Source: an optimization exercise on an open RTL-to-GDS flow (aim: small area). Production flows keep margins and buffers that such runs may drop.
The RTL was checked by simulation tests, not by an equivalence proof against the original design.
Power and IR drop assume default switching activity.

**flow/design.v**
```verilog
module apb_uart (
   input  wire          clk,
                        rst_n,
   input  wire          UART_RX_I,
   output reg           UART_TX_O,
   output wire          tx_fifo_empty,
                        tx_fifo_full,
                        rx_fifo_empty,
                        rx_fifo_full,
   input  wire          PENABLE,
                        PSEL,
                        PWRITE,
   input  wire [31:0]   PWDATA,
                        PADDR,
   output reg           PREADY,
   output wire          PSLVERR,
   output wire [31:0]   PRDATA
);
   wire       access   = PSEL & PENABLE;
   wire       addr_vld = ~|PADDR[31:3];
   wire [7:0] addr     = PADDR[7:0];
   reg        dap1, dap2;
   always @(posedge clk or negedge rst_n) begin
      if (!rst_n) begin
         dap1   <= 1'b0;
         dap2   <= 1'b0;
         PREADY <= 1'b0;
      end else begin
         dap1   <= access;
         dap2   <= dap1;
         PREADY <= dap2;
      end
   end
   wire acc_rdy = PREADY & access;
   wire w_en    = acc_rdy & addr_vld & PWRITE;
   assign PSLVERR = acc_rdy & ~addr_vld;
   reg       mdr;
   reg [7:0] dll, dlh, tbr;
   reg [5:0] lcr;
   reg [3:0] ier;
   reg [3:0] fsr_d;
   reg       tx_flag;
   wire      t_empty, t_full, r_empty, r_full;
   always @(posedge clk or negedge rst_n) begin
      if (!rst_n) begin
         mdr     <= 1'b0;
         dll     <= 8'd0;
         dlh     <= 8'd0;
         lcr     <= 6'd0;
         ier     <= 4'd0;
         tbr     <= 8'd0;
         fsr_d   <= 4'd0;
         tx_flag <= 1'b0;
      end else begin
         if (w_en) begin
            case (PADDR[2:0])
               3'd0: mdr <= PWDATA[0];
               3'd1: dll <= PWDATA[7:0];
               3'd2: dlh <= PWDATA[7:0];
               3'd3: lcr <= PWDATA[5:0];
               3'd4: ier <= PWDATA[3:0];
               3'd6: tbr <= PWDATA[7:0];
               default: ;
            endcase
         end
         fsr_d   <= {r_empty, r_full, t_empty, t_full};
         tx_flag <= w_en & (PADDR[2:0] == 3'd6);
      end
   end
   wire       osm = mdr;
   wire [1:0] wls = lcr[1:0];
   wire       stb = lcr[2];
   wire       pen = lcr[3];
   wire       eps = lcr[4];
   wire       bge = lcr[5];
   reg  [7:0] rbr;
   reg  [7:0] rd;
   always @(*) begin
      case (addr)
         8'd0: rd = {7'd0, mdr};
         8'd1: rd = dll;
         8'd2: rd = dlh;
         8'd3: rd = {2'd0, lcr};
         8'd4: rd = {4'd0, ier};
         8'd5: rd = {4'd0, fsr_d};
         8'd6: rd = tbr;
         default: rd = rbr;
      endcase
   end
   assign PRDATA = {24'd0, rd};
   reg  tx_flag_q, rx_flag_q;
   wire rx_flag = (addr == 8'd7);
   always @(posedge clk) begin
      tx_flag_q <= tx_flag;
      rx_flag_q <= rx_flag;
   end
   wire tx_push = tx_flag & ~tx_flag_q;
   wire rx_pop  = rx_flag & ~rx_flag_q;
   assign tx_fifo_empty = ier[1] & t_empty;
   assign tx_fifo_full  = ier[0] & t_full;
   assign rx_fifo_empty = ier[3] & r_empty;
   assign rx_fifo_full  = ier[2] & r_full;
   reg  [15:0] bcnt;
   reg         baud_clk;
   wire [15:0] bcnt_inc = bcnt + {15'd0, bge};
   wire        bmatch   = bge & (bcnt_inc == {dlh, dll});
   always @(posedge clk or negedge rst_n) begin
      if (!rst_n) begin
         bcnt     <= 16'd0;
         baud_clk <= 1'b0;
      end else begin
         bcnt     <= bmatch ? 16'd0 : bcnt_inc;
         baud_clk <= bge ? bmatch : baud_clk;
      end
   end
   wire baud_en = baud_clk & bge;
   reg  [4:0] twp, trp;
   reg  [7:0] tram [0:15];
   reg  [7:0] tx_data;
   wire       tx_pop;
   assign t_empty = (twp == trp);
   assign t_full  = (twp[3:0] == trp[3:0]) & (twp[4] ^ trp[4]);
   wire   t_wen   = tx_push & ~t_full;
   wire   t_ren   = tx_pop & ~t_empty;
   always @(posedge clk) begin
      if (t_wen) tram[twp[3:0]] <= tbr;
      if (t_ren) tx_data <= tram[trp[3:0]];
   end
   always @(posedge clk or negedge rst_n) begin
      if (!rst_n) begin
         twp <= 5'd0;
         trp <= 5'd0;
      end else begin
         twp <= twp + {4'd0, t_wen};
         trp <= trp + {4'd0, t_ren};
      end
   end
   reg  [4:0] rwp, rrp;
   reg  [7:0] rram [0:15];
   wire       rx_push;
   reg  [7:0] rx_data;
   assign r_empty = (rwp == rrp);
   assign r_full  = (rwp[3:0] == rrp[3:0]) & (rwp[4] ^ rrp[4]);
   wire   r_wen   = rx_push & ~r_full;
   wire   r_ren   = rx_pop & ~r_empty;
   always @(posedge clk) begin
      if (r_wen) rram[rwp[3:0]] <= rx_data;
      if (r_ren) rbr <= rram[rrp[3:0]];
   end
   always @(posedge clk or negedge rst_n) begin
      if (!rst_n) begin
         rwp <= 5'd0;
         rrp <= 5'd0;
      end else begin
         rwp <= rwp + {4'd0, r_wen};
         rrp <= rrp + {4'd0, r_ren};
      end
   end
   localparam [2:0] S_IDLE = 3'd0, S_START = 3'd1, S_DATA = 3'd2,
                    S_PARITY = 3'd3, S_STOP1 = 3'd4, S_STOP2 = 3'd5;
   reg  [3:0] ttc;
   reg        ttick;
   wire       ttc_end = (ttc == (osm ? 4'd12 : 4'd15));
   always @(posedge clk or negedge rst_n) begin
      if (!rst_n) begin
         ttc   <= 4'd0;
         ttick <= 1'b0;
      end else begin
         ttick <= baud_en & ttc_end;
         ttc   <= (baud_en & ttc_end) ? 4'd0 : ttc + {3'd0, baud_en};
      end
   end
   reg  [4:0] ts;
   wire       t_in_data = ts[4] | ts[3];
   wire [3:0] tc        = {ts[4] & ts[3], ts[2:0]};
   wire [3:0] tc1       = tc + 4'd1;
   wire       tovf1     = ~ts[4] | (tc[2:0] == 3'd7);
   wire       tdone     = (tc == {2'b01, wls});
   wire [4:0] t_stop    = t_empty ? {2'b00, S_IDLE} : {2'b00, S_START};
   always @(posedge clk or negedge rst_n) begin
      if (!rst_n) begin
         ts <= {2'b00, S_IDLE};
      end else if (ttick) begin
         if (t_in_data) begin
            if (tdone)
               ts <= {2'b00, pen ? S_PARITY : S_STOP1};
            else
               ts <= (tovf1 & ~tc1[3]) ? {2'b01, tc1[2:0]} : {1'b1, tc1};
         end else begin
            case (ts[2:0])
               S_IDLE:   if (!t_empty) ts <= {2'b00, S_START};
               S_START:  ts <= 5'b10000;
               S_PARITY: ts <= {2'b00, S_STOP1};
               S_STOP1:  ts <= stb ? {2'b00, S_STOP2} : t_stop;
               S_STOP2:  ts <= t_stop;
               default:  ts <= {2'b00, S_IDLE};
            endcase
         end
      end
   end
   wire t_start = (ts == {2'b00, S_START});
   reg  tstart_q;
   always @(posedge clk) tstart_q <= t_start;
   assign tx_pop = t_start & ~tstart_q;
   wire serial_out = ts[4] & ~ts[3] & tx_data[ts[2:0]];
   reg  xor_all;
   always @(*) begin
      case (wls)
         2'b00: xor_all = ^tx_data[4:0];
         2'b01: xor_all = ^tx_data[5:0];
         2'b10: xor_all = ^tx_data[6:0];
         default: xor_all = ^tx_data[7:0];
      endcase
   end
   wire parity = eps ? xor_all : ~xor_all;
   always @(*) begin
      if (t_in_data)
         UART_TX_O = serial_out;
      else if (ts[2:0] == S_START)
         UART_TX_O = 1'b0;
      else if (ts[2:0] == S_PARITY)
         UART_TX_O = parity;
      else
         UART_TX_O = 1'b1;
   end
   reg  [4:0] rs;
   wire       r_in_data = rs[4];
   wire       r_idle    = (rs == {2'b00, S_IDLE});
   reg  [3:0] rtc;
   reg        rtmp, rtq;
   wire       rtc_mid = (rtc == (osm ? 4'd6 : 4'd7));
   wire       rtc_max = (rtc == (osm ? 4'd12 : 4'd15));
   always @(posedge clk or negedge rst_n) begin
      if (!rst_n) begin
         rtc  <= 4'd0;
         rtmp <= 1'b0;
      end else begin
         rtc  <= (r_idle | (baud_en & rtc_max)) ? 4'd0 : rtc + {3'd0, baud_en};
         rtmp <= ~r_idle & (baud_en ? rtc_mid : rtmp);
      end
   end
   always @(posedge clk) rtq <= rtmp;
   wire rtick = rtmp & ~rtq;
   wire rdone = (rs[3:0] == {2'b01, wls});
   wire [4:0] r_stop = {2'b00, stb ? S_STOP1 : S_STOP2};
   always @(posedge clk or negedge rst_n) begin
      if (!rst_n) begin
         rs <= {2'b00, S_IDLE};
      end else if (r_in_data) begin
         if (rtick)
            rs <= rdone ? (pen ? {2'b00, S_PARITY} : r_stop) : {1'b1, rs[3:0] + 4'd1};
      end else begin
         case (rs[3:0])
            {1'b0, S_IDLE}:   if (!UART_RX_I) rs <= {2'b00, S_START};
            {1'b0, S_START}:  if (rtick) rs <= 5'b10000;
            {1'b0, S_PARITY}: if (rtick) rs <= r_stop;
            {1'b0, S_STOP1}:  if (rtick) rs <= {2'b00, S_STOP2};
            {1'b0, S_STOP2}:  if (rtick) rs <= UART_RX_I ? {2'b00, S_IDLE} : {2'b00, S_START};
            default:          rs <= {2'b00, S_IDLE};
         endcase
      end
   end
   wire r_stop2 = (rs == {2'b00, S_STOP2});
   reg [7:0] sipo;
   reg       rstop2_q;
   always @(posedge clk) begin
      if (rtick & r_in_data) sipo <= {UART_RX_I, sipo[7:1]};
      rstop2_q <= r_stop2;
   end
   assign rx_push = r_stop2 & ~rstop2_q;
   always @(*) begin
      case (wls)
         2'b00: rx_data = {3'b000, sipo[7:3]};
         2'b01: rx_data = {2'b00, sipo[7:2]};
         2'b10: rx_data = {1'b0, sipo[7:1]};
         default: rx_data = sipo;
      endcase
   end
endmodule
```
**flow/flow/run.sh**
```bash
#!/bin/bash
# Standard ORFS layout, with port buffers of the smallest buffer cell and a CTS with no dummy loads.
set -euo pipefail
CTS="-sink_clustering_enable -repair_clock_nets -dont_use_dummy_load -buf_list \"sky130_fd_sc_hd__clkbuf_8\" -sink_clustering_size 20 -sink_clustering_max_diameter 60"
bash standard.sh "BUFFER_PORTS_ARGS=-buffer_cell sky130_fd_sc_hd__buf_1" "CTS_ARGS=$CTS" finish > standard_flow.log 2>&1
```
**flow/standard.sh**
```bash
#!/bin/bash
# synth_recipe.tcl (not shown) runs the flow's synth.tcl, then flattens the netlist and writes it again
# the make line also repeats each setting of config.mk as NAME=value (left out here)
make -C /OpenROAD-flow-scripts/flow DESIGN_CONFIG=/design/flow/config.mk WORK_HOME=/design/flow/orfs CLKGATE_MAP_FILE= SYNTH_SCRIPT=/design/flow/synth_recipe.tcl "${@:-finish}"
```
**flow/config.mk**
```make
export PLATFORM = sky130hd
export DESIGN_NAME = apb_uart
export DESIGN_NICKNAME = apb_uart
export VERILOG_FILES = /design/flow/design.v
export SDC_FILE = /design/flow/constraint.sdc
export NUM_CORES = 4
export LEC_CHECK = 0
export CAP_MARGIN = 20
export CORE_MARGIN = 2
export CORE_UTILIZATION = 40
export SLEW_MARGIN = 20
```
**flow/constraint.sdc**
```tcl
create_clock -name core_clock -period 10.0 [get_ports {clk}]
set_input_delay 2.0000 -clock core_clock [delete_from_list [all_inputs] [get_ports {clk}]]
set_output_delay 2.0000 -clock core_clock [all_outputs]
set_load 0.01 [all_outputs]
```
==> impl_metrics.ini, run 1 <==
[grt]
antenna_found_initial = 0
grtUsageMet1_pct = 22.8
grt_max_degree = 57
use_met3_pct = 2.01
grt_usage_pct = 16.0
busiest_layer = met2
gr-usage-met2_pct = 26.4
grt_pass1_vias = 9016
grt.overflow.total = 0
grt_pass1_wl_mm = 53.8

[cts]
clk_path_buf_depth = 3
path_clk_slew_ps = 110
clkSinkCount = 385
ctsHoldBuffers = 0
htreeDepth = 1
clk_latency_ps = 660
numCtsBuffers = 31
cts.repair.resized = 0
cts_tree = yes
ctsRootBufferMaster = clkbuf_8
post_cts_buffers = 0

[yosys]
yosysUniqueCellTypes = 65
avgSynthCellArea_um2 = 16.0
synth_top_family_by_area = multiplexers
synth_edf_count = 280
synth_flop_cell = edfxtp_1
synthAdderAreaFrac_pct = 1.70
synth-xor-area-share_pct = 4.21
netlist.area_leader.share_pct = 49.8
synthSimpleGateAreaFrac_pct = 7.01
syn_inst = 1056
synth-seq-cells = 385
synthArstFlopShare_pct = 26.0
synth.largest_area_cell = edfxtp_1
synth-compound-area-share_pct = 4.20
syn_area_um2 = 16900
synth_mux_area_share_pct = 14.8
yosysWarningCount = 1
synth.area.top_cells = edfxtp_1 50%, dfrtp_1 15%, mux4_2 11%, mux2_2 2.5%, xnor2_1 2.4%
ys_seq_area_share_pct = 65.2

[timing]
rsz0062_at_grt = no
fmax_ghz = 0.168
period_needed_ps = 5950
setup_viol = 0
finalCritPeriodShare_pct = 59.5
drv_slew = 0
relSlewSlack_pct = 38.3
finalSetupTns_ps = 0
skew_ps = 121
worst_slew_pin_slew_ps = 923
hold_violations = 0

[place]
place_area_um2 = 17600
place.gp.congestion = 0.788
dp.final_hpwl_mm = 23.4
port_buffers = 60
place_inst = 1619

[critical_path]
slowest_stage = o21ai_0
critPathRequiredTime_ps = 8000
crit_chain = buf_1 -> buf_4 -> nor2b_1 -> nand2_1 -> o211ai_1 -> o21ai_0 -> o21ai_0 -> buf_1
cp-start-kind = primary input
path_delay_family = compound AO/OA/AOI/OAI gates
rrSetupSlack_ps = 6490
r2r-end = bcnt[9]$_DFF_PN0_
slowest_delay_ps = 540
ff2ff_path_depth = 8
critPathCaptureType = output pin
worstPathMaxFanout = 24
arrival_ps = 3950
timing.rr.start = lcr[5]$_DFFE_PN0P_
crit_buf_inv = 3
path_class = in2out

[power_and_ir_drop]
seqPwrFrac_pct = 67.5
internal_power_mw = 2.00
power.share.switching_pct = 20.8
comb_power_share_pct = 2.8
clockPowerShare_pct = 29.7
switchingPower_uw = 525
power_density_nw_per_um2 = 140
peakVddDrop_mv = 0.0989
p_leak_nw = 5.71

[drt]
num_vias = 8913
drt_wl_total_mm = 34.7
drtPass1Iterations = 5
drt_iter0_markers = 590
route.detailed.drc = 0
vias_per_cell = 5.40
detail-route-antenna-nets = 0
routedWlPerCell_um = 21.0

[run]
cap_viol_max_count = 0

[final_layout]
drive_gt1_share_pct = 17.5
nets = 1207
final_area_um2 = 18100
final_cells = 1652
syn2layout_area_growth_pct = 6.98

[worst_hold_path]
hold_path.startpoint = dap1$_DFF_PN0_
hold_end = dap2$_DFF_PN0_
hold_path.class = reg2reg
holdPathStages = 0

[floorplanning]
die_h_um = 210
core-area_um2 = 41900
rows = 75
dieArea_um2 = 43900
die_x_um = 210
pin_count = 109
initial_core_util_pct = 40.4

[outcome]
outcome = complete, no violations
[layout by cell type, fill, tap and decap left out, types with 18 or more instances in the layout]
| master | netlist | layout |
|---|---|---|
| mux2_2 | 38 | 38 |
| mux2i_1 | 23 | 18 |
| buf_1 | 5 | 59 |
| nor3_1 | 19 | 19 |
| mux4_2 | 82 | 82 |
| a21oi_1 | 31 | 31 |
| xor2_1 | 24 | 24 |
| nand3_1 | 33 | 33 |
| xnor2_1 | 47 | 47 |
| ha_1 | 23 | 23 |
| inv_1 | 19 | 19 |
| o21ai_0 | 29 | 29 |
| edfxtp_1 | 280 | 280 |
| dfrtp_1 | 100 | 98 |
| conb_1 | 1 | 24 |
| nand2_1 | 42 | 42 |
| nor2_1 | 53 | 53 |
| buf_4 | 24 | 18 |
| clkbuf_8 | 0 | 31 |
[metal layers]
layer,up-vias,routed length [um]
li1,4103,-
met3,45,1180
met5,-,0
met2,158,16700
met1,4607,16100
met4,0,680
[flip-flops by register name, summed over array words and instances, names as in the netlist, 6 cells and up]
name	cells
sipo	8
tx_data	8
tram	128
lcr	6
tbr	8
dll	8
bcnt	16
rbr	8
dlh	8
rram	128
[cell type report]
class | instances | area [um2]
timing repair buffer | 79 | 372
antenna | 1 | 2.50
tap | 539 | 674
inverter | 19 | 71.3
fill | 3717 | 23800
sequential | 385 | 11000
clock buffer | 31 | 427
multi-input combinational | 598 | 5510
[stage by stage]
| stage | hold slack (ps) | utilization (%) | worst slack, ps | power (mW) |
|---|---|---|---|---|
| after floorplan | 331 | - | 4700 | 1.78 |
| after global placement | 335 | 42.1 | 4080 | 1.81 |
| after detailed placement | 337 | 42.1 | 4050 | 1.81 |
| after CTS | 362 | 43.1 | 4060 | 2.55 |
| after global routing | 369 | 43.2 | 3850 | 2.61 |
| final | 361 | 43.2 | 4050 | 2.52 |
[worst reg2reg max path: cells and delay by family, from the launching register on]
family                   cells  cell delay (ps)
AO/OA/AOI/OAI                2              360
flip-flops                   1              470
XOR/XNOR                     1              220
AND/OR/NAND/NOR              3             1880
adder cells (fa/ha/maj)      2              410
[power groups by stage]
stage          clock network, mW  registers (mW)  logic, mW
3_3_place_gp                   0            1.74     0.0707
2_1_floorplan                  0            1.73     0.0491
4_1_cts                    0.775            1.70     0.0718
3_5_place_dp                   0            1.74     0.0715
5_1_grt                    0.829            1.70     0.0798
6_report                   0.749            1.70     0.0708
[cell usage after synthesis (6+ instances only)]
library cell	n
edfxtp_1	280
dfrtp_1	100
mux4_2	82
nor2_1	53
xnor2_1	47
nand2_1	42
mux2_2	38
nand3_1	33
a21oi_1	31
o21ai_0	29
clkbuf_1	28
buf_4	24
xor2_1	24
ha_1	23
mux2i_1	23
buf_2	19
inv_1	19
nor3_1	19
nor4_1	13
nor2b_1	11
and2_1	8
a31oi_1	6
nand2b_1	6
nand4_1	6
[logic make-up after synthesis]
group	Yosys count
muxes	143
AOI/OAI and AO/OA	110
buffers and inverters	96
DFF	385
and+or+nand+nor	223
adders and majority gates	23
other	1
xor gates and xnor gates	75
[worst max-delay path by stage]
stage	endpoint	cells past startpoint	startpoint	slack, ps
floorplan	PRDATA[3]	6	PADDR[2]	4700
global placement	PRDATA[6]	7	PADDR[3]	4080
detailed placement	PRDATA[6]	7	PADDR[3]	4050
CTS	PRDATA[6]	7	PADDR[3]	4060
global route	PRDATA[6]	7	PADDR[3]	3850
finish	PRDATA[1]	8	PADDR[0]	4050
==> run 2: changes to the inputs <==
==> flow/flow/run.sh (replaced) <==
#!/bin/bash
# The standard layout, with three changes:
#  - synthesis: the standard synthesis (synth_recipe.tcl), then the combinational cells are
#    mapped again by ABC for area (flow/remap.tcl); the registers stay as they are;
#  - the port buffers are the smallest buffer cell (buf_1), and the buffers ABC added are removed;
#  - clock tree: clkbuf_8 cells, clusters of up to 20 sinks, no dummy loads.
# Each tool's output is in the ORFS logs under orfs/logs; make's output goes to standard_flow.log.
set -euo pipefail
WORK=$(pwd)
printf 'source %s/synth_recipe.tcl\nsource %s/flow/remap.tcl\n' "$WORK" "$WORK" > "$WORK/remap_synth.tcl"
CTS="-sink_clustering_enable -repair_clock_nets -dont_use_dummy_load -buf_list sky130_fd_sc_hd__clkbuf_8 -sink_clustering_size 20 -sink_clustering_max_diameter 60"
bash standard.sh "SYNTH_SCRIPT=$WORK/remap_synth.tcl" "BUFFER_PORTS_ARGS=-buffer_cell sky130_fd_sc_hd__buf_1" \
   "CTS_ARGS=$CTS" REMOVE_ABC_BUFFERS=1 finish > standard_flow.log 2>&1
==> flow/flow/area.script (new file) <==
strash
dch
map -a -B 0
&get -n
&st
&dch
&nf -R 1000
&put
topo
==> flow/flow/genmodels.py (new file) <==
# Writes Verilog models of the combinational cells of a liberty file (from each output pin's
# function), for yosys to techmap mapped cells back into logic.
import re, sys
lib = open(sys.argv[1]).read()
out = open(sys.argv[2], 'w')
names = []
cells = [(m.start(), m.group(1)) for m in re.finditer(r'\bcell\s*\(\s*"?([\w]+)"?\s*\)', lib)]
for i, (p, name) in enumerate(cells):
    body = lib[p:cells[i + 1][0] if i + 1 < len(cells) else len(lib)]
    if re.search(r'\b(ff|latch|statetable)\s*\(', body):
        continue
    pins = []
    for m in re.finditer(r'\bpin\s*\(\s*"?(\w+)"?\s*\)\s*\{', body):
        # pin body up to the matching brace
        d, j = 1, m.end()
        while d:
            d += {'{': 1, '}': -1}.get(body[j], 0); j += 1
        pb = body[m.end():j]
        dirm = re.search(r'direction\s*:\s*"?(\w+)"?', pb)
        fm = re.search(r'\bfunction\s*:\s*"([^"]*)"', pb)
        pins.append((m.group(1), dirm.group(1) if dirm else '', fm.group(1) if fm else None))
    outs = [p for p in pins if p[1] == 'output']
    ins = [p for p in pins if p[1] == 'input']
    if not outs or any(o[2] is None for o in outs) or 'tristate' in body or not ins and not outs:
        continue
    if any(re.search(r'\b(three_state)\b', body) for _ in [0]):
        continue
    names.append(name)
    out.write(f'module {name} ({", ".join(p[0] for p in ins + outs)});\n')
    for p in ins: out.write(f'  input {p[0]};\n')
    for p in outs:
        f = p[2]
        f = re.sub(r'\)\s*\(', ') & (', f)
        f = re.sub(r'(\w|\))\s+(?=[\w!(])', r'\1 & ', f)
        f = f.replace('!', '~').replace('*', '&').replace('+', '|')
        out.write(f'  output {p[0]};\n  assign {p[0]} = {f};\n')
    out.write('endmodule\n')
print(len(names), 'cells', file=sys.stderr)
==> flow/flow/remap.tcl (new file) <==
# Runs after synth_recipe.tcl, in the same Yosys session: maps the combinational cells of the
# standard synthesis back to logic and has ABC map that logic again for area. The registers are
# left as the standard synthesis made them (same instances, names and cell types).
set flowdir [file dirname [file normalize [info script]]]
set models $::env(OBJECTS_DIR)/comb_models.v
exec -- $::env(PYTHON_EXE) $flowdir/genmodels.py [lindex $::env(LIB_FILES) 0] $models
techmap -map $models
techmap
abc -script $flowdir/area.script {*}$lib_args {*}$lib_dont_use_args -constr $::env(OBJECTS_DIR)/abc.constr
opt_clean -purge
hilomap -singleton -hicell {*}$::env(TIEHI_CELL_AND_PORT) -locell {*}$::env(TIELO_CELL_AND_PORT)
splitnets
# left out here: clean up, hide names made inside functions
tee -o $::env(REPORTS_DIR)/remap_stat.txt stat {*}$lib_args
# left out here: write 1_2_yosys.v
==> impl_metrics.ini, run 2 <==
[outcome]
outcome = aborted with a tool error
lastStage = synthesis
firstError = ERROR: TCL interpreter returned an error: 334 cells

[yosys]
yosysWarningCount = 1
==> run 3: changes to the inputs <==
==> flow/flow/area.script (replaced) <==
strash
&get -n
&deepsyn -T 30
&put
dch
map -a -B 0
mfs2
&get -n
&st
&dch
&nf -R 1000
&put
topo
--- a/flow/flow/genmodels.py
+++ b/flow/flow/genmodels.py
@@ -35,4 +35,3 @@
         f = f.replace('!', '~').replace('*', '&').replace('+', '|')
         out.write(f'  output {p[0]};\n  assign {p[0]} = {f};\n')
     out.write('endmodule\n')
-print(len(names), 'cells', file=sys.stderr)
==> impl_metrics.ini, run 3 <==
[outcome]
outcome = complete, no violations

[critical_path]
crit_top_cell = buf_1
critPathCaptureType = output pin
path_class = in2out
worstPathMaxFanout = 13
r2r-end = bcnt[0]$_DFF_PN0_
crit_chain = buf_1 -> and2_0 -> a21oi_1 -> o221ai_1 -> o31ai_1 -> buf_1
rrSetupSlack_ps = 5790
critPathRequiredTime_ps = 8000
cp-start-kind = primary input
slowest_stage = a21oi_1
timing.rr.start = lcr[5]$_DFFE_PN0P_
arrival_ps = 3970
slowest_delay_ps = 590
ff2ff_path_depth = 15

[power_and_ir_drop]
p_leak_nw = 5.62
power_density_nw_per_um2 = 157
internal_power_mw = 2.05
power.share.switching_pct = 23.1
peakVddDrop_mv = 0.116
total_power_mw = 2.67
comb_power_share_pct = 6.3
switchingPower_uw = 618
clockPowerShare_pct = 27.8
seqPwrFrac_pct = 65.9

[grt]
grt_pass1_wl_mm = 58.3
grt.overflow.total = 0
grt_max_degree = 67
grt_pass1_vias = 9584
antenna_found_initial = 1
grt_usage_pct = 18.8

[cts]
ctsRootBufferMaster = clkbuf_8
clk_latency_ps = 640
clkSinkCount = 385
clk_path_buf_depth = 3
numCtsBuffers = 30
post_cts_buffers = 0
cts.repair.resized = 0
path_clk_slew_ps = 90
htreeDepth = 1
ctsHoldBuffers = 0
cts_tree = yes

[place]
dp_slack_ps = 4080
dp.final_hpwl_mm = 24.6
place_area_um2 = 16700
place.gp.congestion = 0.847
port_buffers = 60

[floorplanning]
initial_core_util_pct = 40.3
die_x_um = 201
dieArea_um2 = 40200
rows = 72
core-area_um2 = 38400
pin_count = 109
die_h_um = 201

[timing]
hold_violations = 0
finalCritPeriodShare_pct = 59.7
finalSetupTns_ps = 0
skew_ps = 64.6
drv_slew = 0
period_needed_ps = 5970
fmax_ghz = 0.167
rsz0062_at_grt = no
worst_slew_pin_slew_ps = 1160
worst_slack_ps = 4030
setup_viol = 0
relSlewSlack_pct = 22.6

[worst_hold_path]
hold_end = PREADY$_DFF_PN0_
holdPathStages = 0
hold_path.startpoint = dap2$_DFF_PN0_
hold_path.class = reg2reg

[drt]
drt_wl_total_mm = 38.1
detail-route-antenna-nets = 0
routedWlPerCell_um = 21.5
drt_iter0_markers = 882
num_vias = 9916
drtPass1Iterations = 7
vias_per_cell = 5.60
route.detailed.drc = 0

[final_layout]
final_common_cell = edfxtp_1
nets = 1325
diodes = 0
final_area_um2 = 17100
drive_gt1_share_pct = 5.67
final_cell_mix = 280 x edfxtp_1, 107 x nor2_1, 100 x dfrtp_1
syn2layout_area_growth_pct = 10.4
fill_cells = 3567

[yosys]
avgSynthCellArea_um2 = 13.9
yosysWarningCount = 1
syn_inst = 1116
syn_area_um2 = 15500

[run]
cap_viol_max_count = 0
run 3: metal layers:
metal	GRT usage (%)	part of all wire, %	vias to the layer above
li1	-	-	4581
met1	26.4	44	4976
met2	31.1	48	292
met3	2.40	4.9	65
met4	5.34	2.5	2
met5	0	0.034	-
run 3: cell type report:
class	count	area [um2]	area share (%)
Sequential cell	385	11000	64.5
Multi-Input combinational cell	735	4520	26.5
Timing Repair Buffer	84	409	2.40
Tap cell	518	648	3.80
Inverter	19	71.3	0.418
Clock buffer	30	413	2.42
run 3: power by group through the flow:
stage	combinational, mW	clock [mW]	sequential, mW
6_report	0.169	0.743	1.76
5_1_grt	0.191	0.819	1.77
4_1_cts	0.170	0.764	1.76
3_5_place_dp	0.169	0	1.79
3_3_place_gp	0.167	0	1.79
2_1_floorplan	0.114	0	1.78
run 3: critical path: cells and delay by family:
| family | cells | cell delay (ps) |
|---|---|---|
| AND/OR/NAND/NOR | 1 | 360 |
| buffers and inverters | 2 | 420 |
| AO/OA/AOI/OAI | 3 | 1180 |
run 3: how the worst max path moves through the flow:
stage | from | to | slack (ps) | cells past startpoint
2_1_floorplan | PADDR[4] | PRDATA[1] | 4720 | 5
3_3_place_gp | PADDR[0] | PRDATA[1] | 4070 | 6
3_5_place_dp | PADDR[0] | PRDATA[1] | 4080 | 6
4_1_cts | PADDR[0] | PRDATA[1] | 4070 | 6
5_1_grt | PADDR[0] | PRDATA[1] | 3860 | 6
6_report | PADDR[0] | PRDATA[1] | 4030 | 6
run 3: metrics by stage:
step / std cells / util, % / hold WS (ps)
final: 1771 / 44.5 / 330
after global routing: 1771 / 44.5 / 349
after CTS: 1771 / 44.5 / 338
after detailed placement: 1741 / 43.4 / 337
after global placement: 1741 / 43.4 / 337
after floorplan: 1139 / - / 331
==> run 4: changes to the inputs <==
==> flow/flow/area.script (replaced) <==
strash
dch
map -a -B 0
&get -n
&st
&dch
&nf -R 1000
&put
topo
==> impl_metrics.ini, run 4 <==
[outcome]
outcome = complete, no violations

[worst_hold_path]
holdPathStages = 0
hold_path.class = reg2reg

[drt]
route.detailed.drc = 0
drt_iter0_markers = 622
drt_wl_total_mm = 34.1
drtPass1Iterations = 5
vias_per_cell = 5.41
detail-route-antenna-nets = 0
num_vias = 9050
routedWlPerCell_um = 20.4

[floorplanning]
core-area_um2 = 39500
rows = 73
initial_core_util_pct = 40.4
dieArea_um2 = 41500
die_h_um = 204
pin_count = 109
die_x_um = 204

[critical_path]
crit_start = PADDR[1]
slowest_delay_ps = 680
rrSetupSlack_ps = 6310
r2r-end = bcnt[0]$_DFF_PN0_
arrival_ps = 3880
crit_buf_inv = 2
path_delay_family = compound AO/OA/AOI/OAI gates
worstPathMaxFanout = 11
slowest_stage = nor2b_1
cp_num_cells = 7
critPathCapture = PRDATA[4]
timing.rr.start = lcr[5]$_DFFE_PN0P_
path_class = in2out
crit_chain = buf_1 -> nor2b_1 -> o21ai_0 -> a22oi_1 -> a21oi_1 -> o21ai_0 -> buf_1
critPathRequiredTime_ps = 8000
cp-start-kind = primary input
critPathCaptureType = output pin
ff2ff_path_depth = 14

[yosys]
syn_inst = 1021
avgSynthCellArea_um2 = 15.6
syn_area_um2 = 16000
yosysWarningCount = 1

[grt]
grt.overflow.total = 0
antenna_found_initial = 1
grt_usage_pct = 16.4
grt_max_degree = 74
grt_pass1_vias = 8736
grt_pass1_wl_mm = 52.2

[final_layout]
ff_latch_area_um2 = 11000
final_common_cell = edfxtp_1
syn2layout_area_growth_pct = 9.27
final_area_um2 = 17400
fill_cells = 3556
nets = 1219
diodes = 0
drive_gt1_share_pct = 9.50
multiInputGateArea_um2 = 4930
final_cell_mix = 280 x edfxtp_1, 98 x dfrtp_1, 78 x nor2_1

[timing]
worst_slack_ps = 4120
worst_slew_pin_slew_ps = 1020
finalSetupTns_ps = 0
skew_ps = 74.3
relSlewSlack_pct = 32.2
hold_violations = 0
period_needed_ps = 5880
fmax_ghz = 0.170
rsz0062_at_grt = no
finalCritPeriodShare_pct = 58.8
setup_viol = 0
drv_slew = 0

[cts]
numCtsBuffers = 27
clk_path_buf_depth = 3
ctsRootBufferMaster = clkbuf_8
post_cts_buffers = 0
clk_latency_ps = 600
cts_tree = yes
clkSinkCount = 385
htreeDepth = 1
ctsHoldBuffers = 0
cts.repair.resized = 0
path_clk_slew_ps = 120

[power_and_ir_drop]
power_density_nw_per_um2 = 142
peakVddDrop_mv = 0.117
total_power_mw = 2.47
p_leak_nw = 5.49

[run]
cap_viol_max_count = 0

[place]
place_area_um2 = 17100
dp.final_hpwl_mm = 22.5
place.gp.congestion = 0.835
port_buffers = 60
dp_slack_ps = 4150
==> run 4: area by class of cell <==
type | instances | area share (%)
Clock buffer | 27 | 2.13
Sequential cell | 385 | 63.2
Tap cell | 525 | 3.77
Multi-Input combinational cell | 628 | 28.3
Timing Repair Buffer | 76 | 2.00
Inverter | 31 | 0.667
==> run 4: where the power goes <==
| part | leakage (nW) | switching (mW) | internal [mW] | total [mW] |
|---|---|---|---|---|
| combinational | 1.72 | 0.0467 | 0.0285 | 0.0752 |
| clock | 0.194 | 0.459 | 0.242 | 0.701 |
| sequential | 3.58 | 0.000721 | 1.70 | 1.70 |
| total | 5.49 | 0.506 | 1.97 | 2.47 |
==> run 4: worst min-delay path by stage <==
stage          slack (ps)                 to              start
6_report              350  tx_flag_q$_DFF_P_  tx_flag$_DFF_PN0_
5_1_grt               340  tx_flag_q$_DFF_P_  tx_flag$_DFF_PN0_
4_1_cts               350  tx_flag_q$_DFF_P_  tx_flag$_DFF_PN0_
3_5_place_dp          340     dap2$_DFF_PN0_     dap1$_DFF_PN0_
3_3_place_gp          340   PREADY$_DFF_PN0_     dap2$_DFF_PN0_
2_1_floorplan         330   PREADY$_DFF_PN0_     dap2$_DFF_PN0_
==> run 4: through the flow <==
stage	util, %	hold slack (ps)	instances
after floorplan	-	331	1044
after global placement	43.1	336	1645
after detailed placement	43.1	341	1645
after CTS	44.1	346	1672
after global routing	44.1	343	1672
final	44.1	345	1672
==> run 4: per-layer routing <==
layer,track usage [%],share of wire (%),up-vias
met4,3.75,2.2,0
met2,27.1,49,180
met3,1.61,3.2,44
met5,0,0,-
met1,23.6,45,4629
li1,-,-,4197
==> run 4: worst reg2reg max path: stages (launching register included) <==
cell and delay, ps:
dfrtp_1 570, and4_1 330, and3_1 330, nand3_1 260, clkinv_1 110, and3_1 220, and2_0 260, nand4_1 170
nand2_1 140, xor2_1 150, nand3_1 100, nor2_1 140, and4_1 560, a21oi_1 80, o21a_1 130
==> run 5: changes to the inputs <==
--- a/flow/config.mk
+++ b/flow/config.mk
@@ -5,7 +5,7 @@
 export SDC_FILE = /design/flow/constraint.sdc
 export NUM_CORES = 4
 export LEC_CHECK = 0
-export CAP_MARGIN = 20
+export CAP_MARGIN = 0
 export CORE_MARGIN = 2
 export CORE_UTILIZATION = 40
-export SLEW_MARGIN = 20
+export SLEW_MARGIN = 0
==> impl_metrics.ini, run 5 <==
[drt]
met3RoutedLength_mm = 1.09
num_vias = 9064
detail-route-antenna-nets = 0
top_layer = met4
vias_per_cell = 5.42
routedWlPerCell_um = 20.4
drt-met1-wl_mm = 15.5
met2_length_mm = 16.8
route.detailed.drc = 0
drtPass1Iterations = 5
drt_iter0_markers = 634
drt_wl_total_mm = 34.1

[place]
place.gp.congestion = 0.835
place_inst = 1645
dp.final_hpwl_mm = 22.5
port_buffers = 60
place_area_um2 = 17100
dp_slack_ps = 4150

[timing]
finalCritPeriodShare_pct = 58.8
fin_hold_ws_ps = 346
setup_viol = 0
fmax_ghz = 0.170
drv_slew = 0
relSlewSlack_pct = 19.0
worst_slew_pin_slew_ps = 1210
rsz0062_at_grt = no
period_needed_ps = 5880
worst_slack_ps = 4120
hold_violations = 0
finalSetupTns_ps = 0
skew_ps = 73.4

[cts]
clk_path_buf_depth = 3
post_cts_buffers = 0
cts.repair.resized = 0
ctsRootBufferMaster = clkbuf_8
numCtsBuffers = 27
htreeDepth = 1
clkSinkCount = 385
ctsHoldBuffers = 0
clk_latency_ps = 600
path_clk_slew_ps = 120
cts_tree = yes

[outcome]
outcome = complete, no violations

[grt]
grt_usage_pct = 16.4
grt.overflow.total = 0
grt_pass1_vias = 8736
antenna_found_initial = 1
grt_pass1_wl_mm = 52.2
grt_max_degree = 74

[critical_path]
r2r-end = bcnt[0]$_DFF_PN0_
arrival_ps = 3880
rrSetupSlack_ps = 6310
cp-start-kind = primary input
critPathCaptureType = output pin
critPathCapture = PRDATA[4]
worstPathMaxFanout = 11
crit_start = PADDR[1]
critPathRequiredTime_ps = 8000
timing.rr.start = lcr[5]$_DFFE_PN0P_
ff2ff_path_depth = 14
path_class = in2out

[final_layout]
drive_gt1_share_pct = 9.33
final_area_um2 = 17400
final_common_cell = edfxtp_1
syn2layout_area_growth_pct = 9.23
utilization_pct = 44.1
nets = 1219
final_cells = 1672
final_cell_mix = 280 x edfxtp_1, 98 x dfrtp_1, 79 x nor2_1
diodes = 0

[floorplanning]
pin_count = 109
rows = 73
core-area_um2 = 39500
initial_core_util_pct = 40.4
die_h_um = 204
die_x_um = 204
dieArea_um2 = 41500

[worst_hold_path]
hold_path.startpoint = tx_flag$_DFF_PN0_
hold_path.class = reg2reg

[power_and_ir_drop]
power_density_nw_per_um2 = 142
peakVddDrop_mv = 0.117
p_leak_nw = 5.49
total_power_mw = 2.47

[yosys]
syn_area_um2 = 16000
yosysWarningCount = 1
syn_inst = 1021
avgSynthCellArea_um2 = 15.6

[run]
cap_viol_max_count = 0
==> run 5: report_power, final <==
part	internal [mW]	switching (mW)	leakage, nW	total (mW)
clock	0.242	0.459	0.194	0.701
combinational	0.0285	0.0467	1.72	0.0753
sequential	1.70	0.000722	3.58	1.70
==> run 5: worst min-delay path by stage <==
stage	to	slack [ps]	cells after the start
finish	tx_flag_q$_DFF_P_	350	0
CTS	tx_flag_q$_DFF_P_	350	0
global route	tx_flag_q$_DFF_P_	340	0
global placement	PREADY$_DFF_PN0_	340	0
floorplan	PREADY$_DFF_PN0_	330	0
detailed placement	dap2$_DFF_PN0_	340	0
==> run 5: routing by layer <==
| metal | up-vias | track usage, % |
|---|---|---|
| li1 | 4199 | - |
| met5 | - | 0 |
| met4 | 0 | 3.75 |
| met2 | 186 | 27.1 |
| met1 | 4635 | 23.6 |
| met3 | 44 | 1.61 |
==> run 5: layout make-up <==
| class | count | area (um2) |
|---|---|---|
| clock buffers | 27 | 372 |
| fillers | 3555 | 22100 |
| inverters | 31 | 116 |
| multi-input cells | 628 | 4920 |
| flip-flops and latches | 385 | 11000 |
| well taps | 525 | 657 |
| repair buffers | 76 | 349 |
==> run 5: critical path, stage by stage <==
cell	delay, ps
buf_1	300
nor2b_1	680
o21ai_0	200
a22oi_1	210
a21oi_1	70
o21ai_0	230
buf_1	180
==> run 6: changes to the inputs <==
==> flow/config.mk (replaced) <==
export PLATFORM = sky130hd
export DESIGN_NAME = apb_uart
export DESIGN_NICKNAME = apb_uart
export VERILOG_FILES = /design/flow/design.v
export SDC_FILE = /design/flow/constraint.sdc
export NUM_CORES = 4
export LEC_CHECK = 0
export CAP_MARGIN = 20
export CORE_MARGIN = 2
export CORE_UTILIZATION = 60
export GPL_TIMING_DRIVEN = 0
export SLEW_MARGIN = 20
==> impl_metrics.ini, run 6 <==
[floorplanning]
core-area_um2 = 26100
initial_core_util_pct = 61.2
die_h_um = 167
rows = 59
pin_count = 109
die_x_um = 167
dieArea_um2 = 27900

[power_and_ir_drop]
p_leak_nw = 5.52
peakVddDrop_mv = 0.153
power_density_nw_per_um2 = 144

[grt]
antenna_found_initial = 0
grt_usage_pct = 23.9
grt.overflow.total = 0
grt_pass1_vias = 8861
grt_max_degree = 45
grt_pass1_wl_mm = 51.5

[drt]
detail-route-antenna-nets = 0
drtPass1Iterations = 5
num_vias = 9129
vias_per_cell = 6.19
drt_wl_total_mm = 33.1
drt_iter0_markers = 905
routedWlPerCell_um = 22.5
route.detailed.drc = 0

[outcome]
outcome = complete, no violations

[cts]
clk_path_buf_depth = 3
clkSinkCount = 385
numCtsBuffers = 29
path_clk_slew_ps = 60
post_cts_buffers = 0
ctsHoldBuffers = 0
clk_latency_ps = 630
cts.repair.resized = 0
cts_tree = yes
ctsRootBufferMaster = clkbuf_8
htreeDepth = 1

[place]
place_area_um2 = 16900
dp_slack_ps = 3940
port_buffers = 60
place_inst = 1446
place.gp.congestion = 0.857
dp.final_hpwl_mm = 22.2

[timing]
setup_viol = 0
drv_slew = 0
fmax_ghz = 0.164
relSlewSlack_pct = 34.0
period_needed_ps = 6110
hold_violations = 0
finalCritPeriodShare_pct = 61.1
rsz0062_at_grt = no
finalSetupTns_ps = 0
worst_slack_ps = 3890
skew_ps = 90.3
worst_slew_pin_slew_ps = 986

[final_layout]
diodes = 0
final_common_cell = edfxtp_1
final_area_um2 = 17300
utilization_pct = 66.4
nets = 1212
syn2layout_area_growth_pct = 8.44
final_cell_mix = 280 x edfxtp_1, 96 x dfrtp_1, 77 x nor2_1
drive_gt1_share_pct = 10.1
final_cells = 1475

[critical_path]
critPathRequiredTime_ps = 8000
arrival_ps = 4110
critPathCaptureType = output pin
worstPathMaxFanout = 11
cp-start-kind = primary input
path_class = in2out

[yosys]
avgSynthCellArea_um2 = 15.6
syn_area_um2 = 16000
syn_inst = 1021
yosysWarningCount = 1

[run]
cap_viol_max_count = 0

[worst_hold_path]
hold_path.class = reg2reg
## run 6: per-stage QoR
stage | power (mW) | hold slack (ps)
finish | 2.49 | 349
global route | 2.57 | 365
CTS | 2.51 | 339
detailed placement | 1.81 | 335
global placement | 1.81 | 332
floorplan | 1.78 | 331
## run 6: layer usage
layer / vias up / wire, um / GRT usage (%)
met3: 42 / 2160 / 2.51
met1: 4633 / 14700 / 37.4
li1: 4178 / - / -
met4: 0 / 644 / 4.65
met2: 276 / 15600 / 37.5
met5: - / 0 / 0
## run 6: final cells by class
type,count,area [um2]
flip-flops and latches,385,11000
clock buffers,29,399
fillers,1840,8750
inverters,31,116
multi-input cells,628,4980
repair buffers,67,367
well taps,335,419
## run 6: worst paths after layout
check	cells past startpoint	from	to	slack, ps
worst max register to register	14	lcr[5]$_DFFE_PN0P_	bcnt[0]$_DFF_PN0_	6360
worst min register to register	0	dap1$_DFF_PN0_	dap2$_DFF_PN0_	350
max in group asynchronous	3	rst_n	rrp[0]$_DFF_PN0_	7650
min in group asynchronous	1	rst_n	trp[2]$_DFF_PN0_	1430
worst min-delay path	0	dap1$_DFF_PN0_	dap2$_DFF_PN0_	350
worst max-delay path	7	PADDR[1]	PRDATA[4]	3890
## run 6: critical path, stage by stage
cell and delay [ps]:
buf_1 300, nor2b_1 700, o21ai_0 210, a22oi_1 310
a21oi_1 110, o21ai_0 290, buf_1 190
## run 6: where the power goes
group	internal (mW)	switching (mW)	total, mW
clock network	0.258	0.458	0.716
logic	0.0303	0.0329	0.0632
registers	1.70	0.0141	1.71
==> run 7: changes to the inputs <==
--- a/flow/flow/run.sh
+++ b/flow/flow/run.sh
@@ -10,4 +10,4 @@
 printf 'source %s/synth_recipe.tcl\nsource %s/flow/remap.tcl\n' "$WORK" "$WORK" > "$WORK/remap_synth.tcl"
 CTS="-sink_clustering_enable -repair_clock_nets -dont_use_dummy_load -buf_list sky130_fd_sc_hd__clkbuf_8 -sink_clustering_size 20 -sink_clustering_max_diameter 60"
 bash standard.sh "SYNTH_SCRIPT=$WORK/remap_synth.tcl" "BUFFER_PORTS_ARGS=-buffer_cell sky130_fd_sc_hd__buf_1" \
-   "CTS_ARGS=$CTS" REMOVE_ABC_BUFFERS=1 finish > standard_flow.log 2>&1
+   "CTS_ARGS=$CTS" REMOVE_ABC_BUFFERS=1 SKIP_REPAIR_TIE_FANOUT=1 finish > standard_flow.log 2>&1
--- a/flow/config.mk
+++ b/flow/config.mk
@@ -7,6 +7,5 @@
 export LEC_CHECK = 0
 export CAP_MARGIN = 20
 export CORE_MARGIN = 2
-export CORE_UTILIZATION = 60
-export GPL_TIMING_DRIVEN = 0
+export CORE_UTILIZATION = 40
 export SLEW_MARGIN = 20
==> impl_metrics.ini, run 7 <==
[outcome]
outcome = complete, no violations

[cts]
cts_tree = yes
ctsHoldBuffers = 0
clkSinkCount = 385
path_clk_slew_ps = 80
htreeDepth = 1
cts.repair.resized = 0
clk_path_buf_depth = 3
numCtsBuffers = 30
ctsRootBufferMaster = clkbuf_8
post_cts_buffers = 0
clk_latency_ps = 630

[final_layout]
final_common_cell = edfxtp_1
diodes = 0
syn2layout_area_growth_pct = 9.08
final_cells = 1654
nets = 1201
final_cell_mix = 280 x edfxtp_1, 98 x dfrtp_1, 78 x nor2_1
drive_gt1_share_pct = 10.1

[floorplanning]
rows = 73
die_h_um = 204
initial_core_util_pct = 40.4
core-area_um2 = 39500
pin_count = 109
die_x_um = 204
dieArea_um2 = 41500

[power_and_ir_drop]
seqPwrFrac_pct = 67.6
clockPowerShare_pct = 29.4
comb_power_share_pct = 3.0
power.share.switching_pct = 20.6
peakVddDrop_mv = 0.129
switchingPower_uw = 518
total_power_mw = 2.51
internal_power_mw = 1.99
p_leak_nw = 5.45
power_density_nw_per_um2 = 144

[timing]
fmax_ghz = 0.168
drv_slew = 0
period_needed_ps = 5970
hold_violations = 0
finalSetupTns_ps = 0
setup_viol = 0
fin_hold_ws_ps = 352
worst_slew_pin_slew_ps = 1100
rsz0062_at_grt = no
relSlewSlack_pct = 26.4
skew_ps = 50.8
finalCritPeriodShare_pct = 59.7

[grt]
grt_max_degree = 71
grt.overflow.total = 0
antenna_found_initial = 0
grt_pass1_wl_mm = 53.5
grt_pass1_vias = 9047
grt_usage_pct = 16.9

[drt]
detail-route-antenna-nets = 0
vias_per_cell = 5.43
routedWlPerCell_um = 20.9
drtPass1Iterations = 5
num_vias = 8986
drt_iter0_markers = 665
route.detailed.drc = 0
drt_wl_total_mm = 34.5

[critical_path]
path_class = in2out
arrival_ps = 3970
slowest_delay_ps = 470
cp-start-kind = primary input
crit_chain = buf_1 -> nor3_1 -> and2_0 -> nand2_1 -> a21oi_1 -> o21ai_0 -> buf_1
worstPathMaxFanout = 8
critPathRequiredTime_ps = 8000
critPathCaptureType = output pin
crit_top_cell = buf_1
slowest_stage = nor3_1

[yosys]
syn_area_um2 = 16000
yosysWarningCount = 1
avgSynthCellArea_um2 = 15.6
syn_inst = 1021

[place]
place_inst = 1624
port_buffers = 60
place.gp.congestion = 0.830
dp.final_hpwl_mm = 22.8

[run]
cap_viol_max_count = 0

[worst_hold_path]
hold_path.class = reg2reg
run 7: cell count changes in the layout (fill, tap and decap cells not counted), moves of 2 or more:
cell,before,now
conb_1,24,1
dfrtp_1,96,98
buf_2,2,0
nor3_2,8,0
buf_4,0,18
dfrtp_4,2,0
nor3_1,15,23
buf_12,4,0
buf_16,2,0
run 7: per-layer routing:
metal	vias to the layer above	GRT usage [%]	routed length, um
li1	4181	-	-
met1	4549	23.7	15400
met5	-	0	0
met2	199	27.9	16800
met3	57	2.21	1310
met4	0	4.85	991
run 7: final timing paths:
| check | start | end | slack, ps | depth (start not counted) |
|---|---|---|---|---|
| setup reg to reg | lcr[5]$_DFFE_PN0P_ | bcnt[0]$_DFF_PN0_ | 6260 | 14 |
| setup / recovery | PADDR[4] | PRDATA[2] | 4030 | 7 |
| hold reg to reg | dap1$_DFF_PN0_ | dap2$_DFF_PN0_ | 350 | 0 |
| max in group asynchronous | rst_n | rrp[0]$_DFF_PN0_ | 7260 | 2 |
| hold / removal | dap1$_DFF_PN0_ | dap2$_DFF_PN0_ | 350 | 0 |
| min in group asynchronous | rst_n | tx_flag$_DFF_PN0_ | 1340 | 1 |
run 7: critical path, delay by kind of cell:
kind / cells / cell delay (ps)
AND/OR/NAND/NOR: 3 / 1240
AO/OA/AOI/OAI: 2 / 440
buffers and inverters: 2 / 290
run 7: cell type report:
class | count | area [um2]
fill | 3546 | 22100
timing repair buffer | 78 | 364
sequential | 385 | 11000
inverter | 31 | 116
tap | 525 | 657
clock buffer | 30 | 413
multi-input combinational | 605 | 4840
run 7: power by group through the flow:
stage / logic (mW) / clock network (mW) / registers [mW]
floorplan: 0.0336 / 0 / 1.74
global placement: 0.0769 / 0 / 1.73
detailed placement: 0.0771 / 0 / 1.73
CTS: 0.0772 / 0.766 / 1.70
global route: 0.0846 / 0.816 / 1.70
finish: 0.0754 / 0.737 / 1.70
run 7: through the flow:
| stage | instance area [um2] | setup WS, ps | util (%) |
|---|---|---|---|
| 4_1_cts | 17400 | 4010 | 44.0 |
| 3_5_place_dp | 17000 | 4010 | 43.0 |
| 5_1_grt | 17400 | 3860 | 44.0 |
| 3_3_place_gp | 17000 | 4010 | 43.0 |
| 6_report | 17400 | 4030 | 44.0 |
| 2_1_floorplan | 16000 | 4950 | - |
==> run 8: changes to the inputs <==
--- a/flow/flow/run.sh
+++ b/flow/flow/run.sh
@@ -3,6 +3,7 @@
 #  - synthesis: the standard synthesis (synth_recipe.tcl), then the combinational cells are
 #    mapped again by ABC for area (flow/remap.tcl); the registers stay as they are;
 #  - the port buffers are the smallest buffer cell (buf_1), and the buffers ABC added are removed;
+#  - one tie cell drives all the constant outputs;
 #  - clock tree: clkbuf_8 cells, clusters of up to 20 sinks, no dummy loads.
 # Each tool's output is in the ORFS logs under orfs/logs; make's output goes to standard_flow.log.
 set -euo pipefail
==> flow/flow/area.script (replaced) <==
strash
&get -n
&deepsyn -T 30
&put
dch
map -a -B 0
mfs2
&get -n
&st
&dch
&nf -R 1000
&put
topo
==> impl_metrics.ini, run 8 <==
[outcome]
outcome = complete, no violations

[critical_path]
rrSetupSlack_ps = 5880
timing.rr.start = lcr[5]$_DFFE_PN0P_
ff2ff_path_depth = 15
worstPathMaxFanout = 11
cp-start-kind = primary input
r2r-end = bcnt[0]$_DFF_PN0_
critPathRequiredTime_ps = 8000
crit_start = PADDR[1]
path_class = in2out
arrival_ps = 3950
critPathCapture = PRDATA[1]
critPathCaptureType = output pin

[grt]
grt_pass1_vias = 9488
grt_max_degree = 76
grt_usage_pct = 18.4
grt.overflow.total = 0
antenna_found_initial = 0
grt_pass1_wl_mm = 57.5

[power_and_ir_drop]
switchingPower_uw = 608
power_density_nw_per_um2 = 156
internal_power_mw = 2.05
comb_power_share_pct = 6.3
power.share.switching_pct = 22.9
peakVddDrop_mv = 0.140
p_leak_nw = 5.54
seqPwrFrac_pct = 66.3
clockPowerShare_pct = 27.4

[timing]
hold_violations = 0
finalCritPeriodShare_pct = 59.5
drv_slew = 0
period_needed_ps = 5950
skew_ps = 65.1
finalSetupTns_ps = 0
relSlewSlack_pct = 19.8
worst_slew_pin_slew_ps = 1200
fin_hold_ws_ps = 360
rsz0062_at_grt = no
setup_viol = 0
fmax_ghz = 0.168

[drt]
vias_per_cell = 5.62
num_vias = 9836
drt_iter0_markers = 886
detail-route-antenna-nets = 0
drt_wl_total_mm = 37.4
drtPass1Iterations = 5
routedWlPerCell_um = 21.4
route.detailed.drc = 0

[floorplanning]
rows = 72
die_h_um = 201
die_x_um = 201
initial_core_util_pct = 40.3
pin_count = 109
core-area_um2 = 38400
dieArea_um2 = 40200

[place]
place.gp.congestion = 0.823
dp.final_hpwl_mm = 24.3
port_buffers = 60

[yosys]
yosysWarningCount = 1
avgSynthCellArea_um2 = 13.9
syn_inst = 1116
syn_area_um2 = 15500

[final_layout]
syn2layout_area_growth_pct = 9.78
nets = 1304
diodes = 0
final_common_cell = edfxtp_1
final_cell_mix = 280 x edfxtp_1, 107 x nor2_1, 100 x dfrtp_1
drive_gt1_share_pct = 5.60

[run]
cap_viol_max_count = 0

[cts]
cts_tree = yes
ctsHoldBuffers = 0
cts.repair.resized = 0
clkSinkCount = 385
path_clk_slew_ps = 70
clk_latency_ps = 630
post_cts_buffers = 0
htreeDepth = 1
clk_path_buf_depth = 3
numCtsBuffers = 29
ctsRootBufferMaster = clkbuf_8

[worst_hold_path]
hold_path.class = reg2reg
run 8: cell count changes in the layout (fill, tap and decap cells not counted), sizes merged, moves of 7 or more:
cell    delta
a222oi    +18
mux4      -56
a21oi     +21
nor3      +33
nor2      +30
o221ai    +17
nand2     +33
buf        +9
a22oi      -7
clkinv    -12
nand3     +12
xnor2      -7
mux2i     -16
o22ai     +31
run 8: layout make-up:
type,count,area (um2)
Tap cell,518,648
Fill cell,3563,21400
Timing Repair Buffer,87,432
Sequential cell,385,11000
Multi-Input combinational cell,712,4410
Clock buffer,29,399
Inverter,19,71.3
run 8: per-layer routing:
layer | share of wire, % | GRT usage (%) | vias up
met5 | 0 | 0 | -
met4 | 1.9 | 4.37 | 0
met3 | 4.7 | 2.13 | 51
met2 | 48 | 30.2 | 252
met1 | 45 | 26.4 | 4975
li1 | - | - | 4558
run 8: worst min-delay path by stage:
stage                  endpoint      startpoint  depth (start not counted)  slack, ps
6_report         dap2$_DFF_PN0_  dap1$_DFF_PN0_                          0        360
4_1_cts          dap2$_DFF_PN0_  dap1$_DFF_PN0_                          0        360
3_5_place_dp   PREADY$_DFF_PN0_  dap2$_DFF_PN0_                          0        340
2_1_floorplan  PREADY$_DFF_PN0_  dap2$_DFF_PN0_                          0        330
3_3_place_gp     dap2$_DFF_PN0_  dap1$_DFF_PN0_                          0        330
5_1_grt          dap2$_DFF_PN0_  dap1$_DFF_PN0_                          0        370
run 8: power groups by stage:
| stage | combinational, mW | clock, mW | sequential [mW] |
|---|---|---|---|
| finish | 0.168 | 0.726 | 1.76 |
| global route | 0.192 | 0.803 | 1.76 |
| CTS | 0.169 | 0.747 | 1.76 |
| detailed placement | 0.169 | 0 | 1.79 |
| global placement | 0.166 | 0 | 1.79 |
| floorplan | 0.114 | 0 | 1.78 |
run 8: critical path, cell delays in order:
cell,delay (ps)
buf_1,210
and2_0,360
a21oi_1,580
o221ai_1,250
o31ai_1,350
buf_1,190
run 8: stage by stage:
stage	util [%]	total power, mW	area, um2	std cells	worst slack (ps)
3_3_place_gp	43.2	1.96	16600	1721	4020
4_1_cts	44.2	2.67	17000	1750	4080
2_1_floorplan	-	1.90	15500	1116	4720
5_1_grt	44.2	2.76	17000	1750	3840
6_report	44.2	2.65	17000	1750	4050
3_5_place_dp	43.2	1.96	16600	1721	4100
==> run 9: changes to the inputs <==
==> flow/flow/holdmux_map.v (new file) <==
module sky130_fd_sc_hd__mux2_1 (A0, A1, S, X);
  input A0, A1, S;
  output X;
  sky130_fd_sc_hd__a22o_1 _TECHMAP_REPLACE_ (.A1(S), .A2(A1), .B1(~S), .B2(A0), .X(X));
endmodule
==> flow/flow/not_map.v (new file) <==
module \$_NOT_ (A, Y);
  input A;
  output Y;
  sky130_fd_sc_hd__inv_1 _TECHMAP_REPLACE_ (.A(A), .Y(Y));
endmodule
--- a/flow/flow/remap.tcl
+++ b/flow/flow/remap.tcl
@@ -8,6 +8,13 @@
 techmap
 abc -script $flowdir/area.script {*}$lib_args {*}$lib_dont_use_args -constr $::env(OBJECTS_DIR)/abc.constr
 opt_clean -purge
+# ABC maps the hold multiplexers of the async-reset registers to mux2 cells; an a22o with the
+# inverted select, shared by the bits of a register, is smaller.
+select -set holdmux t:sky130_fd_sc_hd__dfrtp_* %ci1:+[D] %ci1:+[X] t:sky130_fd_sc_hd__mux2_1 %i
+techmap -map $flowdir/holdmux_map.v @holdmux
+opt_merge
+techmap -map $flowdir/not_map.v
+opt_clean -purge
 hilomap -singleton -hicell {*}$::env(TIEHI_CELL_AND_PORT) -locell {*}$::env(TIELO_CELL_AND_PORT)
 splitnets
 # left out here: clean up, hide names made inside functions
==> impl_metrics.ini, run 9 <==
[outcome]
outcome = aborted with a tool error
lastStage = synthesis
firstError = ERROR: TCL interpreter returned an error: invalid command name "D"

[yosys]
yosysWarningCount = 1
==> run 10: changes to the inputs <==
--- a/flow/flow/remap.tcl
+++ b/flow/flow/remap.tcl
@@ -10,9 +10,9 @@
 opt_clean -purge
 # ABC maps the hold multiplexers of the async-reset registers to mux2 cells; an a22o with the
 # inverted select, shared by the bits of a register, is smaller.
-select -set holdmux t:sky130_fd_sc_hd__dfrtp_* %ci1:+[D] %ci1:+[X] t:sky130_fd_sc_hd__mux2_1 %i
+select -set holdmux t:sky130_fd_sc_hd__dfrtp_* %ci1:+\[D\] %ci1:+\[X\] t:sky130_fd_sc_hd__mux2_1 %i
 techmap -map $flowdir/holdmux_map.v @holdmux
-opt_merge
+opt_merge t:\$_NOT_
 techmap -map $flowdir/not_map.v
 opt_clean -purge
 hilomap -singleton -hicell {*}$::env(TIEHI_CELL_AND_PORT) -locell {*}$::env(TIELO_CELL_AND_PORT)
==> impl_metrics.ini, run 10 <==
[outcome]
outcome = aborted with a tool error
lastStage = netlist read-in after synthesis
firstError = [ERROR STA-0171] /design/flow/orfs/results/sky130hd/apb_uart/base/1_2_yosys.v line 5512, syntax error

[yosys]
yosysWarningCount = 1
==> run 11: changes to the inputs <==
==> flow/flow/area.script (replaced) <==
strash
&get -n
&deepsyn -T 30
&put
dch
map -a -B 0
mfs2
&get -n
&st
&dch
&nf -R 1000
&put
topo
stime -c
upsize -c
dnsize -c
--- a/flow/flow/remap.tcl
+++ b/flow/flow/remap.tcl
@@ -12,6 +12,7 @@
 # inverted select, shared by the bits of a register, is smaller.
 select -set holdmux t:sky130_fd_sc_hd__dfrtp_* %ci1:+\[D\] %ci1:+\[X\] t:sky130_fd_sc_hd__mux2_1 %i
 techmap -map $flowdir/holdmux_map.v @holdmux
+simplemap
 opt_merge t:\$_NOT_
 techmap -map $flowdir/not_map.v
 opt_clean -purge
==> impl_metrics.ini, run 11 <==
[critical_path]
cp-start-kind = primary input
critPathCaptureType = output pin
ff2ff_path_depth = 14
worstPathMaxFanout = 13
path_class = in2out
arrival_ps = 3820
critPathRequiredTime_ps = 8000
rrSetupSlack_ps = 6090
crit_chain = buf_1 -> and2_0 -> nand2_1 -> nand3_1 -> a221oi_1 -> a31oi_1 -> buf_1
crit_top_cell = buf_1
slowest_delay_ps = 410
slowest_stage = and2_0

[timing]
rsz0062_at_grt = no
relSlewSlack_pct = 23.5
skew_ps = 78.0
drv_slew = 0
worst_slew_pin_slew_ps = 1140
hold_violations = 0
period_needed_ps = 5820
finalSetupTns_ps = 0
setup_viol = 0
fmax_ghz = 0.172
finalCritPeriodShare_pct = 58.2

[cts]
clk_path_buf_depth = 3
clkSinkCount = 385
clk_latency_ps = 610
ctsRootBufferMaster = clkbuf_8
path_clk_slew_ps = 100
cts_tree = yes
htreeDepth = 1
ctsHoldBuffers = 0
post_cts_buffers = 0
cts.repair.resized = 0
numCtsBuffers = 29

[drt]
detail-route-antenna-nets = 0
route.detailed.drc = 0
num_vias = 9877
drtPass1Iterations = 5
vias_per_cell = 5.63
drt_wl_total_mm = 37.3
drt_iter0_markers = 874
routedWlPerCell_um = 21.3

[final_layout]
nets = 1308
drive_gt1_share_pct = 6.07
fill_cells = 3522
final_common_cell = edfxtp_1
syn2layout_area_growth_pct = 9.60
final_cell_mix = 280 x edfxtp_1, 106 x nor2_1, 100 x dfrtp_1
diodes = 0

[floorplanning]
rows = 72
initial_core_util_pct = 40.3
die_h_um = 201
core-area_um2 = 38400
die_x_um = 201
dieArea_um2 = 40300
pin_count = 109

[grt]
grt_max_degree = 68
grt_usage_pct = 18.2
busiest_layer = met2
grt_pass1_vias = 9555
gr-usage-met2_pct = 30.3
use_met3_pct = 2.11
grt.overflow.total = 0
grt_pass1_wl_mm = 56.9
grtUsageMet1_pct = 25.5
antenna_found_initial = 0

[power_and_ir_drop]
total_power_mw = 2.65
power_density_nw_per_um2 = 156
p_leak_nw = 5.46
peakVddDrop_mv = 0.101

[run]
cap_viol_max_count = 0

[yosys]
avgSynthCellArea_um2 = 13.8
syn_area_um2 = 15500
syn_inst = 1122
yosysWarningCount = 1

[outcome]
outcome = complete, no violations

[place]
dp.final_hpwl_mm = 24.3
port_buffers = 60
place.gp.congestion = 0.847

[worst_hold_path]
hold_path.class = reg2reg
holdPathStages = 0
==> run 11: per-stage QoR <==
step	util [%]	setup slack (ps)	instance area, um2	hold WS [ps]	std cells
4_1_cts	44.2	4190	17000	337	1754
2_1_floorplan	-	4720	15500	331	1122
3_5_place_dp	43.1	4200	16600	344	1725
3_3_place_gp	43.1	4210	16600	337	1725
5_1_grt	44.2	4000	17000	344	1754
6_report	44.2	4180	17000	334	1754
==> run 11: area by class of cell <==
class	count	area, um2	share of cell area, %
tap	518	648	3.82
inverter	25	93.8	0.553
multi-input combinational	712	4390	25.9
clock buffer	29	399	2.35
sequential	385	11000	64.9
timing repair buffer	85	417	2.46
==> run 11: critical path, delay by kind of cell <==
family / cells / cell delay, ps
and+or+nand+nor: 3 / 900
buffers and inverters: 2 / 580
AOI/OAI and AO/OA: 2 / 340
==> run 11: worst paths after layout <==
path	start	end
setup reg to reg	lcr[5]$_DFFE_PN0P_	bcnt[0]$_DFF_PN0_
min in group asynchronous	rst_n	twp[1]$_DFF_PN0_
max in group asynchronous	rst_n	ts[0]$_DFFE_PN0P_
hold / removal	dap2$_DFF_PN0_	PREADY$_DFF_PN0_
setup / recovery	PADDR[0]	PRDATA[3]
hold reg to reg	dap2$_DFF_PN0_	PREADY$_DFF_PN0_
==> run 11: metal layers <==
layer	part of all wire, %	wire length, um
met5	0	0
met3	4.5	1690
met2	49	18200
met4	2.5	948
met1	44	16500
==> run 11: report_power, final <==
part,switching [mW],internal [mW],total [mW]
Sequential,0.0353,1.72,1.76
Clock,0.465,0.259,0.723
Combinational,0.106,0.0651,0.171

==> what the ideal ports hide <==
The flow's constraints put no driver on any port. The routed layouts listed below were extracted and timed again, unchanged, in two steps. Step 1, drivers: a clkbuf_16 drives clk and a buf_2 each remaining input, both assumed. Step 2 moves the port delays by t, midway between the first and last clock arrival at a register: inputs arrive t later, outputs are due t later. That takes back most of the time a late clock gives input paths. Slacks: ideal / step 1 / step 2; pairs: ideal / step 1.
run | t, ns | slack for setup (ns) | clock arrival spread, ns
run 1 | 0.649 | 4.050 / 4.027 / 4.027 | 0.127 / 0.127
run 3 | 0.658 | 4.026 / 3.994 / 3.994 | 0.065 / 0.065
run 4 | 0.615 | 4.120 / 4.082 / 4.082 | 0.075 / 0.075
run 5 | 0.615 | 4.120 / 4.083 / 4.083 | 0.073 / 0.073
run 6 | 0.627 | 3.890 / 3.854 / 3.854 | 0.090 / 0.091
run 7 | 0.656 | 4.031 / 4.009 / 4.009 | 0.062 / 0.062
run 8 | 0.636 | 4.047 / 4.017 / 4.017 | 0.073 / 0.072
run 11 | 0.622 | 4.184 / 4.158 / 4.158 | 0.078 / 0.078
After both steps every run listed still meets setup and hold. The setup slack of run 4, which loses most, moves by -0.038 ns with the drivers and by -0.038 ns with both steps.
